This design comes from an exercise in tuning for small area, a short achievable clock period and few clock cycles per item on the open sky130 flow, not from production work.
No run shown here included a check of the RTL's function; only the layout flow was run.
No activity file was given, so power comes from the tool's default toggle rates.

--- flow/run.sh ---
#!/bin/bash
# The standard layout, except that the port buffers are buf_1 cells
# (buffer_ports would otherwise pick its lowest-drive buffer, a delay cell).
export BUFFER_PORTS_ARGS="-buffer_cell sky130_fd_sc_hd__buf_1"
bash standard.sh > standard.log 2>&1
--- standard.sh ---
#!/bin/bash
# synth_recipe.tcl (not shown) runs the flow's synth.tcl, then flattens the netlist and writes it again
# the make line also repeats each setting of config.mk as NAME=value (left out here)
make -C /OpenROAD-flow-scripts/flow DESIGN_CONFIG=/design/flow/config.mk WORK_HOME=/design/flow/orfs CLKGATE_MAP_FILE= SYNTH_SCRIPT=/design/flow/synth_recipe.tcl "${@:-finish}"
--- constraint.sdc ---
create_clock -name core_clock -period 5.0 [get_ports {clk}]
set_input_delay 1.0000 -clock core_clock [delete_from_list [all_inputs] [get_ports {clk}]]
set_output_delay 1.0000 -clock core_clock [all_outputs]
set_load 0.01 [all_outputs]
--- design.v ---
module alu(
        input clk,
        input rst,
        input [2:0] operation,
        input [15:0] srcA_i,
        input [15:0] srcB_i,
        input [15:0] sortNum0_i,
        input [15:0] sortNum1_i,
        input [15:0] sortNum2_i,
        input [15:0] sortNum3_i,
        input [15:0] sortNum4_i,
        input [15:0] sortNum5_i,
        input [15:0] sortNum6_i,
        input [15:0] sortNum7_i,
        input [15:0] sortNum8_i,
        output [15:0] data_o,
        output [15:0] sortNum0_o,
        output [15:0] sortNum1_o,
        output [15:0] sortNum2_o,
        output [15:0] sortNum3_o,
        output [15:0] sortNum4_o,
        output [15:0] sortNum5_o,
        output [15:0] sortNum6_o,
        output [15:0] sortNum7_o,
        output [15:0] sortNum8_o,
        output reg        done
);
localparam [2:0] OP_ADD  = 3'd0;
localparam [2:0] OP_SUB  = 3'd1;
localparam [2:0] OP_MUL  = 3'd2;
localparam [2:0] OP_DIV  = 3'd3;
localparam [2:0] OP_SORT = 3'd4;
wire [15:0] a = srcA_i;
wire [15:0] b = srcB_i;
reg  [3:0]  cnt;
reg  [15:0] H, L, D;
reg  [16:0] E;          
reg         prev;       
reg  [8:0]  cmp;        
reg  [15:0] R;          
reg         fmax, fmin;
reg  [15:0] S [0:8];
assign data_o = {(R[15] & ~fmax) | fmin, (R[14:0] | {15{fmax}}) & ~{15{fmin}}};
assign sortNum0_o = S[0];
assign sortNum1_o = S[1];
assign sortNum2_o = S[2];
assign sortNum3_o = S[3];
assign sortNum4_o = S[4];
assign sortNum5_o = S[5];
assign sortNum6_o = S[6];
assign sortNum7_o = S[7];
assign sortNum8_o = S[8];
wire first = (cnt == 4'd0);
function [15:0] lor16;
        input [15:0] x;
        reg   [15:0] o;
        integer i, l;
        begin
                o = x;
                for (l = 1; l < 16; l = l * 2)
                        for (i = 15; i >= l; i = i - 1)
                                o[i] = o[i] | o[i-l];
                lor16 = {o[14:0], 1'b0};
        end
endfunction
wire        is_sub = operation[0];
wire [15:0] as_r   = a + (b ^ {16{is_sub}}) + {15'd0, is_sub};
wire        as_ov  = ~a[15] & (b[15] ^ ~is_sub) & as_r[15];
wire        as_un  =  a[15] & (b[15] ^  is_sub) & ~as_r[15];
wire [15:0] na   = a ^ lor16(a);              
wire [15:0] m0_h2 = {a[15] & ~(a[14:0] == 15'd0), a[15:1]};    
reg  [15:0] m0_h;                             
reg         m0_o1, m0_o2;                     
always @* begin
        case (b[1:0])
                2'b00: begin m0_h = 16'd0; m0_o1 = 1'b0; m0_o2 = 1'b0; end
                2'b01: begin m0_h = {m0_h2[15], m0_h2[15:1]}; m0_o1 = a[0]; m0_o2 = m0_h2[0]; end
                2'b10: begin m0_h = {na[15], na[15:1]}; m0_o1 = 1'b0; m0_o2 = a[0]; end
                default: begin m0_h = {na[15], na[15], na[15:2]}; m0_o1 = a[0]; m0_o2 = na[1]; end
        endcase
end
reg         e1p, e1n, e2p, e2n;                        
wire [2:0]  bq  = first ? b[3:1] : L[3:1];             
wire        mlast = (cnt == 4'd7);
wire [15:0] s2, mq;
wire        mo1;
alu_mul2 u_mul2 (.H(H), .L(L), .D(D), .E(E[15:0]), .e1p(e1p), .e1n(e1n), .e2p(e2p), .e2n(e2n),
                 .mlast(mlast), .s2(s2), .mo1(mo1), .mq(mq));
wire        sgn  = a[15] ^ b[15];
wire [15:0] am  = a ^ ({16{a[15]}} & lor16(a));      
wire [15:0] bm  = b ^ ({16{b[15]}} & lor16(b));      
wire [15:0] nb  = b ^ {16{b[15]}};
wire [16:0] t3a = {1'b0, nb};
wire [16:0] t3b = {nb, 1'b0};
wire [16:0] t3c = {15'd0, b[15], b[15]};
wire [16:0] bm3 = (t3a ^ t3b ^ t3c) + {((t3a & t3b) | (t3a & t3c) | (t3b & t3c)), 1'b0};
wire        bz    = (b == 16'd0);
wire        b1    = (b == 16'd1) | (b == 16'hffff);
wire        dv_g1 = am[15] & bz;
wire [1:0]  dv_t1 = {am[15], am[14]};
wire        dv_g2 = ((dv_t1 != 2'd0) & bz) | (dv_t1[1] & b1);
wire [1:0]  dv_t2 = (dv_g2 & b1) ? dv_t1 - 2'd1 : dv_t1;
wire        d_g1, d_g2;
wire [14:0] rr;
wire [15:0] d_res;
alu_div2 u_div2 (.H(H), .L(L), .D(D), .E(E), .sgn(sgn), .g1(d_g1), .g2(d_g2), .rr(rr), .res(d_res));
wire [15:0] sel;
wire [8:0]  cmp_n;        
alu_sortcmp u_sortcmp (.cnt(cnt), .x({sortNum8_i, sortNum7_i, sortNum6_i, sortNum5_i, sortNum4_i,
                                      sortNum3_i, sortNum2_i, sortNum1_i, sortNum0_i}),
                       .sel(sel), .cmp(cmp_n));
reg [3:0] ga, gb, gc;       
reg [8:0] slot;
integer k, i1, i2;
always @* begin
        for (k = 0; k < 4; k = k + 1) begin
                ga[k] = (cmp[0] + cmp[1] + cmp[2] == k);
                gb[k] = (cmp[3] + cmp[4] + cmp[5] == k);
                gc[k] = (cmp[6] + cmp[7] + cmp[8] == k);
        end
        slot = 9'd0;
        for (i1 = 0; i1 < 4; i1 = i1 + 1)
                for (i2 = 0; i2 < 4; i2 = i2 + 1)
                        for (k = 0; k < 4; k = k + 1)
                                if (i1 + i2 + k < 9)
                                        slot[i1 + i2 + k] = slot[i1 + i2 + k] | (ga[i1] & gb[i2] & gc[k]);
end
wire last = (operation == OP_MUL)  ? (cnt == 4'd7)  :
            (operation == OP_DIV)  ? (cnt == 4'd12) :
            (operation == OP_SORT) ? (cnt == 4'd8)  : 1'b1;
always @(posedge clk or posedge rst) begin
        if (rst) begin
                cnt  <= 4'd0;
                done <= 1'b0;
        end else begin
                cnt  <= last ? 4'd0 : cnt + 4'd1;
                done <= last;
        end
end
always @(posedge clk) begin
        cmp <= cmp_n;
        E   <= (operation == OP_MUL) ? {1'b0, na} : bm3;
        e1p <= ~bq[1] & bq[0];
        e1n <= bq[1] & ~bq[0];
        e2p <= ~bq[2] & bq[1];
        e2n <= bq[2] & ~bq[1];
        case (operation)
        OP_MUL: begin
                if (first) begin
                        H    <= m0_h;
                        L    <= {m0_o2, m0_o1, b[15:2]};
                        prev <= b[1];
                end else begin
                        H    <= {s2[15], s2[15:1]};
                        L    <= {s2[0], mo1, L[15:2]};
                        prev <= L[1];
                end
                D    <= a;
                R    <= mq;
                fmax <= ~sgn & mq[15];
                fmin <= sgn & ~mq[15];
        end
        OP_DIV: begin
                if (first) begin
                        H <= {13'd0, dv_t2, am[13]};
                        L <= {am[12:0], 1'b0, dv_g1, dv_g2};
                end else begin
                        H <= {rr, L[14]};
                        L <= {L[13:0], d_g1, d_g2};
                end
                prev <= L[1];
                D    <= bm;
                R    <= d_res;
                fmax <= 1'b0;
                fmin <= 1'b0;
        end
        OP_SORT: begin
                H    <= {s2[15], s2[15:1]};
                L    <= {s2[0], mo1, L[15:2]};
                prev <= L[1];
                D    <= sel;
                R    <= as_r;
                fmax <= as_ov;
                fmin <= as_un;
        end
        default: begin
                H    <= {s2[15], s2[15:1]};
                L    <= {s2[0], mo1, L[15:2]};
                prev <= L[1];
                D    <= a;
                R    <= as_r;
                fmax <= as_ov;
                fmin <= as_un;
        end
        endcase
end
wire [15:0] sdat = first ? sortNum8_i : D;
integer p;
always @(posedge clk)
        if (operation == OP_SORT)
                for (p = 0; p < 9; p = p + 1)
                        if (first | slot[p]) S[p] <= sdat;
endmodule
module alu_mul2(
        input  [15:0] H, L, D, E,
        input         e1p, e1n, e2p, e2n, mlast,
        output [15:0] s2, mq,
        output        mo1
);
wire [15:0] y1  = ({16{e1p}} & D) | ({16{e1n}} & E[15:0]);
wire [15:0] y2  = ({16{e2p}} & D) | ({16{e2n}} & E[15:0]);
wire        mt0 = H[0] & y1[0];                        
assign      mo1 = H[0] ^ y1[0];                        
wire [15:0] ua  = {1'b0, H[15:1]};
wire [15:0] ub  = {1'b0, y1[15:1]};
wire        uc  = {ua[13:0], mt0} > {~ub[13:0], 1'b0};   
wire        mf  = (ua[14] | ub[14] | uc) & ~(ua[14] & ub[14] & uc);   
wire [15:0] cs_s = ua ^ ub ^ y2;
wire [15:0] cs_c = (ua & ub) | (ua & y2) | (ub & y2);
wire        rnd  = (L[11] & ^L[10:2]) | (L[12] & L[11] & ~^L[10:2]);
wire [4:0]  ql   = {mo1, L[15:12]} + {4'd0, rnd};
wire        c5   = mlast & rnd & mo1 & (&L[15:12]);
wire [16:0] s2t  = {cs_s, 1'b1} + {cs_c[14:0], mt0, c5};
wire [15:0] s2r  = s2t[16:1];
assign      s2   = {s2r[15] ^ mf, s2r[14:0]};
assign      mq   = {s2r[10:0], ql};
endmodule
module alu_div2(
        input  [15:0] H, L, D,
        input  [16:0] E,
        input         sgn,
        output        g1, g2,
        output [14:0] rr,
        output [15:0] res
);
function [15:0] lor16;
        input [15:0] x;
        reg   [15:0] o;
        integer i, l;
        begin
                o = x;
                for (l = 1; l < 16; l = l * 2)
                        for (i = 15; i >= l; i = i - 1)
                                o[i] = o[i] | o[i-l];
                lor16 = {o[14:0], 1'b0};
        end
endfunction
wire [16:0] X    = {H, L[15]};
wire        h_gt = H[14:0] > D[14:0];
wire        h_eq = (H[14:0] == D[14:0]);
assign      g1   = (H[15] & ~D[15]) | (~(H[15] ^ D[15]) & h_gt);           
wire        d_ms = H[15] & ~D[15] & (h_gt | h_eq);                         
wire        d_ca = X[15:0] > D;
wire        x_gt = X[15:0] > E[15:0];
wire        d_c3 = (X[16] & ~E[16]) | (~(X[16] ^ E[16]) & x_gt);         
wire        d_ch = X[16] & ~E[16] & x_gt;                                 
assign      g2   = g1 ? (d_ms ? d_ch : d_c3) : d_ca;
wire [14:0] r0   = X[14:0];
wire [14:0] r1   = X[14:0] - D[14:0];
wire [14:0] r2   = X[14:0] - {D[13:0], 1'b0};
wire [14:0] r3   = X[14:0] - E[14:0];
wire        ds0  = ~g1 & ~g2, ds1 = ~g1 & g2, ds2 = g1 & ~g2, ds3 = g1 & g2;
assign      rr   = ({15{ds0}} & r0) | ({15{ds1}} & r1) | ({15{ds2}} & r2) | ({15{ds3}} & r3);
wire [15:0] dq  = {L[13:0], g1, g2};
wire [15:0] orl = lor16({2'b00, L[13:0]});
wire        glo = g1 | g2;
assign      res   = sgn ? {L[13:0] ^ (orl[13:0] | {14{glo}}), g1 ^ g2, g2} : dq;
endmodule
module alu_sortcmp(
        input  [3:0]   cnt,
        input  [143:0] x,
        output reg [15:0] sel,
        output reg [8:0]  cmp
);
function gt17;
        input [16:0] u;
        input [16:0] v;
        reg   [16:0] g, p;
        reg   [8:0]  g1, p1;
        reg   [4:0]  g2, p2;
        reg   [2:0]  g3, p3;
        integer i;
        begin
                g = u & ~v;
                p = u | ~v;
                for (i = 0; i < 8; i = i + 1) begin
                        g1[i] = g[2*i+1] | (p[2*i+1] & g[2*i]);
                        p1[i] = p[2*i+1] & p[2*i];
                end
                g1[8] = g[16];
                p1[8] = p[16];
                for (i = 0; i < 4; i = i + 1) begin
                        g2[i] = g1[2*i+1] | (p1[2*i+1] & g1[2*i]);
                        p2[i] = p1[2*i+1] & p1[2*i];
                end
                g2[4] = g1[8];
                p2[4] = p1[8];
                for (i = 0; i < 2; i = i + 1) begin
                        g3[i] = g2[2*i+1] | (p2[2*i+1] & g2[2*i]);
                        p3[i] = p2[2*i+1] & p2[2*i];
                end
                g3[2] = g2[4];
                p3[2] = p2[4];
                gt17 = g3[2] | (p3[2] & (g3[1] | (p3[1] & g3[0])));
        end
endfunction
integer k, j;
always @* begin
        sel = 16'd0;
        for (k = 0; k < 8; k = k + 1)
                sel = sel | (x[16*k +: 16] & {16{cnt[2:0] == k}});
        for (j = 0; j < 9; j = j + 1)
                cmp[j] = gt17({sel, 1'b1}, {x[16*j +: 16], ~(j < cnt)});
end
endmodule
--- config.mk ---
export PLATFORM = sky130hd
export DESIGN_NAME = alu
export DESIGN_NICKNAME = alu
export VERILOG_FILES = /design/flow/design.v
export SDC_FILE = /design/flow/constraint.sdc
export NUM_CORES = 4
export LEC_CHECK = 0
export CAP_MARGIN = 20
export CELL_PAD_IN_SITES_DETAIL_PLACEMENT = 1
export CELL_PAD_IN_SITES_GLOBAL_PLACEMENT = 2
export CORE_MARGIN = 2
export CORE_UTILIZATION = 35
export GPL_ROUTABILITY_DRIVEN = 0
export PLACE_DENSITY = 0.6
export SETUP_SLACK_MARGIN = 1.0
export SLEW_MARGIN = 20
export SYNTH_HIERARCHICAL = 1
==> reports/summary.txt, run 1 <==
status = timing/DRC/antenna clean
design area = 24300 um2
Synth area leader = edfxtp_1
syn_nets = 2715
number of fill cells in the layout = 6987
cts hold-fix bufs = 0
Synth Warn # = 10
Multi-input gate area = 13400 um2
Initial Utilization = 35.5%
Mapped Cells = 2369
top-area cell type share of the netlist area = 20.6%
Final setup viols = 0
Routed Antenna Nets = 0
Slowest cell on crit path = nor2b_1
initial antenna violation count = 1
Worst Max-Slew Pin Slew = 0.952 ns
Seq/Total Area, Yosys = 30.4%
leakage = 9.38 nW
maximum capacitance violations = 0
combinational power share = 61.3%
vias in the first global route = 20700
grt ovf = 0
Root Buffer = clkbuf_16
switching part of the total = 47.7%
CTS clk-pin slew, worst paths = 0.07 ns
Fmax = 259 MHz
die area = 61900 um2
Final WS setup = 1.14 ns
Pwr Density = 577 nW/um2
Final Util = 41.2%
Final period util = 77.2%
total CTS buffers = 30
Clock Latency Late Sink = 0.61 ns
max incr delay on CP = 0.59 ns
GR Layer Usage met2 = 49.7%
clk sinks = 245
Arr. time, crit path = 4.33 ns
CTS tree = yes
worst slack, placed = 0.543 ns
CP Capture Type = flop
Hold Fails Final Rpt = 0
RSZ-0062 raised after global routing = false
Final Max Slew Viols = 0
top_reg_cell synth = edfxtp_1
number of port buffers = 341
Clock power frac = 16.6%
ys async rst share = 2.04%
routed via count = 20500
DR WL/cell = 27.2 um
internal power = 7.34 mW
Sequential Area = 6380 um2
post-route minimum period = 3.86 ns
Cell Area, Synth = 21000 um2
GR peak layer = met2
P&R area growth vs syn = 16.1%
Max FO, Critical Path = 7
Flop pwr share = 22.1%
grt met3 use = 2.98%
HPWL Detailed = 74900 um
fraction of layout cells with a size suffix above 1 = 9.99%
setup total negative slack = 0 ns
Critical Path RT = 5.47 ns
DR iter-0 viols = 1468
final net count = 3015
critical path, cell by cell = buf_4 > nor2b_1 > a2bb2o_4 > or2_1 > maj3_2 > maj3_1 > maj3_2 > maj3_1 > o221ai_1 > a31oi_1 > o211ai_1 > maj3_1
GRT Total Usage = 29.3%
chip height = 249 um
Final Skew = 0.0216 ns
Post-Route WL = 94300 um
via density per instance = 5.92
Critical Path Most Common Cell = maj3_1
Initial DRT Pass Iterations = 5
FP Rows = 89
DP Area = 23100 um2
average cell area after synthesis = 8.85 um2
Remaining DRCs = 0
hold crit path type = in -> async
CTS H-tree lvls = 1
largest net degree at the start of global routing = 53
Distinct cells, synth = 113
Post-synth EDFFs = 144
Switch Pwr = 6.71 mW
clock buffer depth = 3
synth top area cells = edfxtp_1 21%, dfxtp_1 9.2%, ha_1 8.4%
top-count cell post-synth = nand2_1
routing usage on met1 = 39.0%
synth cell count leaders = 208 x nand2_1, 171 x nor2_1, 153 x a21oi_1
Core Footprint = 59100 um2
die extent in x = 249 um
I/O Pins = 342
Seq cells post-synth = 245
Worst slew margin = 35.9%
Peak VDD IR = 379 uV
critical path class = reg -> reg
crit start category = flop
first-pass GRT wire length = 138000 um
modules after synthesis (local to each module, per instance):
module	flops+latches	times used	cells
alu	245	1	1197
alu_div2	0	1	440
alu_mul2	0	1	246
alu_sortcmp	0	1	486
cells by family (layout without fill, tap and decap cells):
kind of cell / after synthesis / after routing / synth area share [%]
AO/OA/AOI/OAI: 753 / 753 / 24.6
XOR/XNOR: 165 / 165 / 6.93
adder cells (fa/ha/maj): 205 / 205 / 12.7
buffers and inverters: 299 / 623 / 6.17
flip-flops: 245 / 245 / 30.4
multiplexers: 80 / 80 / 4.86
other: 0 / 2 / 0
AND/OR/NAND/NOR: 622 / 622 / 14.4
critical path: cells and delay by family (launching register included):
kind / cells / cell delay (ns)
flops: 1 / 0.52
buf+inv: 1 / 0.20
fa+ha+maj: 5 / 1.25
simple gates: 2 / 0.88
compound gates: 4 / 0.86
through the flow:
stage | hold WS, ns | std cells | power (mW)
3_3_place_gp | 0.565 | 3398 | 11.5
3_5_place_dp | 0.567 | 3398 | 11.6
5_1_grt | 0.276 | 3467 | 15.0
6_report | 0.260 | 3468 | 14.1
2_1_floorplan | 0.489 | 2369 | 9.16
4_1_cts | 0.239 | 3454 | 14.0
cells in the final DEF, fill, tap and decap left out, drive strengths merged, types with 30 or more instances in the layout:
cell type	n
a21o	31
a21oi	156
a22o	33
a22oi	58
a31oi	32
buf	433
clkbuf	42
dfxtp	96
edfxtp	144
ha	141
inv	130
maj3	40
mux2i	47
nand2	208
nand3	44
nor2	171
o211ai	30
o21ai	155
o22ai	33
xnor2	90
xor2	75
path summary, 6_finish.rpt:
| check | start | end | slack (ns) | cells after the start |
|---|---|---|---|---|
| setup / recovery | cnt[1]$_DFF_PP0_ | cmp[1]$_DFF_P_ | 1.14 | 12 |
| hold reg to reg | L[0]$_DFF_P_ | L[2]$_DFF_P_ | 0.60 | 2 |
| setup reg to reg | cnt[1]$_DFF_PP0_ | cmp[1]$_DFF_P_ | 1.14 | 12 |
| hold / removal | rst | done$_DFF_PP0_ | 0.26 | 2 |
| max in group asynchronous | rst | cnt[0]$_DFF_PP0_ | 4.55 | 2 |
| min in group core_clock | L[0]$_DFF_P_ | L[2]$_DFF_P_ | 0.60 | 2 |
power groups by stage:
stage / clock network [mW] / registers, mW / logic [mW]
detailed placement: 0 / 3.16 / 8.45
global placement: 0 / 3.16 / 8.33
floorplan: 0 / 2.91 / 6.24
CTS: 2.37 / 3.12 / 8.53
global route: 2.45 / 3.15 / 9.38
finish: 2.34 / 3.10 / 8.62
layout make-up:
cell class                 count  share of cell area [%]
inverter                     132                    2.05
clock buffer                  40                    3.57
timing repair buffer         435                    8.25
tap                          773                    3.97
sequential                   245                    26.2
multi-input combinational   1825                    55.1
clock inverter                16                   0.828
antenna                        2                  0.0206
sequential cells by signal, summed over array words and instances, names as in the netlist, 4 cells and up:
| signal | cells |
|---|---|
| E | 17 |
| S | 144 |
| R | 16 |
| L | 16 |
| D | 16 |
| cmp | 9 |
| H | 16 |
| cnt | 4 |
what timing repair did:
| item | in CTS | in global routing |
|---|---|---|
| setup buffers | 0 | 12 |
| pin swaps | 0 | 2 |
| hold endpoints to repair | 0 | 0 |
| gates resized for setup | 6 | 5 |
| setup endpoints to repair | 16 | 20 |
metal layers:
layer	share of wire, %	vias up
met3	4.6	139
met2	48	578
met4	3.5	0
li1	-	9428
met5	0	-
met1	44	10400
==> inputs of run 2 (changes only) <==
--- a/config.mk
+++ b/config.mk
@@ -15,3 +15,2 @@
 export SETUP_SLACK_MARGIN = 1.0
 export SLEW_MARGIN = 20
-export SYNTH_HIERARCHICAL = 1
==> run 2 against run 1 <==
Design area fell by 4.6%. Via count fell by 4.7%. Largest cell class unchanged. Still clean. Critical endpoint is now cmp[2]$_DFF_P_. Routed wire length fell by 3.9%. Critical path type unchanged.
==> reports/summary.txt, run 2 <==
status = timing/DRC/antenna clean
crit-path leading delay family = adder cells
Worst slew margin = 28.4%
Fin Hold WS = 0.282 ns
die extent in x = 240 um
Seq/Total Area, Yosys = 32.7%
Finished Layout Cells = 3330
Final Util = 42.2%
cells on worst reg2reg path = 13
crit path buf inv count = 1
I/O Pins = 342
chip height = 240 um
Final setup viols = 0
GRT Total Usage = 30.5%
total CTS buffers = 30
crit start category = flop
Remaining DRCs = 0
max layer used = met5
switching part of the total = 48.5%
Worst Max-Slew Pin Slew = 1.06 ns
setup total negative slack = 0 ns
maximum capacitance violations = 0
Core Footprint = 55100 um2
Synth area leader = edfxtp_1
routed via count = 19600
Pwr Density = 616 nW/um2
routed wl met2 = 42900 um
via density per instance = 5.88
top-count cell post-synth = a21oi_1
critical path, cell by cell = inv_1 > ha_4 > a222oi_1 > mux2_2 > and2_1 > maj3_1 > maj3_2 > o21ai_0 > a21oi_1 > maj3_2 > maj3_2 > maj3_2 > o21ai_1
Initial Utilization = 35.4%
Flop pwr share = 21.9%
Fmax = 255 MHz
CP Capture Type = flop
Setup crit end = cmp[2]$_DFF_P_
Crit. path cell count = 13
reg2reg start = cnt[0]$_DFF_PP0_
most common cell after layout, fill and taps aside = buf_1
initial antenna violation count = 6
total design power = 14.3 mW
DP Area = 22000 um2
synth top area cells = edfxtp_1 22%, dfxtp_1 9.9%, ha_1 9.6%
syn_nets = 2593
internal power = 7.37 mW
die area = 57600 um2
combinational power share = 62.8%
Peak VDD IR = 308 uV
Slowest cell on crit path = dfrtp_2
Synth Warn # = 4
Switch Pwr = 6.94 mW
average cell area after synthesis = 8.71 um2
Hold Fails Final Rpt = 0
cts hold-fix bufs = 0
Mapped Cells = 2238
CTS H-tree lvls = 1
Distinct cells, synth = 79
Biggest register = S
final net count = 2915
Initial DRT Pass Iterations = 8
Critical Path RT = 5.48 ns
Worst R2R End = cmp[2]$_DFF_P_
Final WS setup = 1.08 ns
grt ovf = 0
R2R Setup Slk = 1.08 ns
Met1 Routed Length = 39300 um
P&R area growth vs syn = 19.1%
RSZ-0062 raised after global routing = false
clk sinks = 245
first-pass GRT wire length = 131000 um
critical path class = reg -> reg
CTS tree = yes
vias in the first global route = 19800
FP Rows = 86
Routed Antenna Nets = 0
ys async rst share = 2.04%
Post-synth EDFFs = 144
Final period util = 78.5%
HPWL Detailed = 72500 um
Max FO, Critical Path = 13
DR WL/cell = 27.2 um
number of port buffers = 341
largest net degree at the start of global routing = 41
top_reg_cell synth = edfxtp_1
clock buffer depth = 3
Clock Latency Late Sink = 0.59 ns
Inst Count DP = 3262
fraction of layout cells with a size suffix above 1 = 9.19%
hold crit path type = in -> async
max incr delay on CP = 0.46 ns
most frequent cells in the layout = 339 x buf_1, 183 x nand2_1, 183 x a21oi_1
post-route minimum period = 3.92 ns
met3 routed WL = 5590 um
Root Buffer = clkbuf_16
top-area cell type share of the netlist area = 22.2%
Final Max Slew Viols = 0
Final Skew = 0.0139 ns
CTS clk-pin slew, worst paths = 0.06 ns
Post-Route WL = 90600 um
DR iter-0 viols = 1324
Cell Area, Synth = 19500 um2
leakage = 9.07 nW
Largest regs = S: 144 flops, E: 17 flops
Setup crit start = cnt[0]$_DFF_PP0_
Arr. time, crit path = 4.40 ns
design area = 23200 um2
Critical Path Most Common Cell = maj3_2
worst slack, placed = 0.493 ns
synth cell count leaders = 194 x a21oi_1, 184 x nand2_1, 174 x o21ai_0
Seq cells post-synth = 245
max reg flops = 144
Clock power frac = 15.3%
[run 2: cell types whose count changed after synthesis, moves of 17 or more]
cell | previous run | this run
a21o_1 | 29 | 51
a21oi_1 | 153 | 194
a222oi_1 | 10 | 34
a22oi_1 | 58 | 36
buf_2 | 35 | 18
clkbuf_1 | 94 | 118
mux2i_1 | 47 | 20
nand2_1 | 208 | 184
o21ai_0 | 149 | 174
[run 2: how the worst min path moves through the flow]
| stage | end |
|---|---|
| detailed placement | cnt[0]$_DFF_PP0_ |
| floorplan | e2p$_DFF_P_ |
| global placement | cnt[0]$_DFF_PP0_ |
| global route | cnt[3]$_DFF_PP0_ |
| CTS | cnt[0]$_DFF_PP0_ |
| finish | cnt[3]$_DFF_PP0_ |
[run 2: cell type report]
class / instances / area (um2)
flip-flops and latches: 245 / 6370
fillers: 6626 / 31900
multi-input cells: 1724 / 12400
clock inverters: 16 / 210
clock buffers: 34 / 766
well taps: 748 / 936
inverters: 116 / 460
diodes: 4 / 10.0
repair buffers: 443 / 2070
[run 2: per-layer routing]
layer	vias up	GRT usage, %
met5	-	0
met4	6	8.98
met3	130	4.08
met2	720	51.7
met1	9751	40.3
li1	8967	-
[run 2: logic make-up (layout without fill, tap and decap cells)]
| family | after synthesis | in the layout | share of synthesized area, % |
|---|---|---|---|
| compound gates | 787 | 787 | 26.7 |
| xor+xnor | 163 | 163 | 7.36 |
| fa+ha+maj | 216 | 216 | 14.3 |
| buf+inv | 269 | 609 | 5.33 |
| flops | 245 | 245 | 32.7 |
| mux | 25 | 25 | 1.32 |
| other cells | 0 | 4 | 0 |
| simple gates | 533 | 533 | 12.3 |
[run 2: power groups by stage]
stage | logic, mW | clock network, mW | registers (mW)
5_1_grt | 9.78 | 2.30 | 3.19
6_report | 8.98 | 2.19 | 3.14
4_1_cts | 8.78 | 2.22 | 3.14
2_1_floorplan | 5.84 | 0 | 2.97
3_5_place_dp | 8.67 | 0 | 3.18
3_3_place_gp | 8.54 | 0 | 3.17
[run 2: timing repair]
action	4_1_cts	5_1_grt
gates resized for setup	15	23
pin swaps	0	5
cloned	0	0
setup endpoints to repair	17	26
setup buffers	0	14

==> separate check: timing with driven ports <==
Ports are ideal in the flow. The routed layouts listed here were re-timed in OpenROAD.
Step 1, drivers: a clkbuf_16 drives clk and a buf_2 each remaining input, both assumed.
Step 2, shift: input delay + t, output delay - t, t = (earliest + latest rising clock arrival at the registers) / 2. This alone moves slack from input paths to output paths.
a / b / c = ideal / step 1 / step 2; a / b = the first two.
run | t, ns | setup WS [ns] | latest minus earliest clock arrival (ns) | worst data-port slew with drivers (ns)
run 1 | 0.655 | 1.142 / 1.142 / 0.585 | 0.024 / 0.024 | 0.09
run 2 | 0.638 | 1.076 / 1.076 / 0.586 | 0.015 / 0.016 | 0.11
After both steps every run listed still meets setup and hold. For run 1, which loses most, drivers alone change the setup slack by 0.000 ns; drivers and shift together by -0.557 ns.
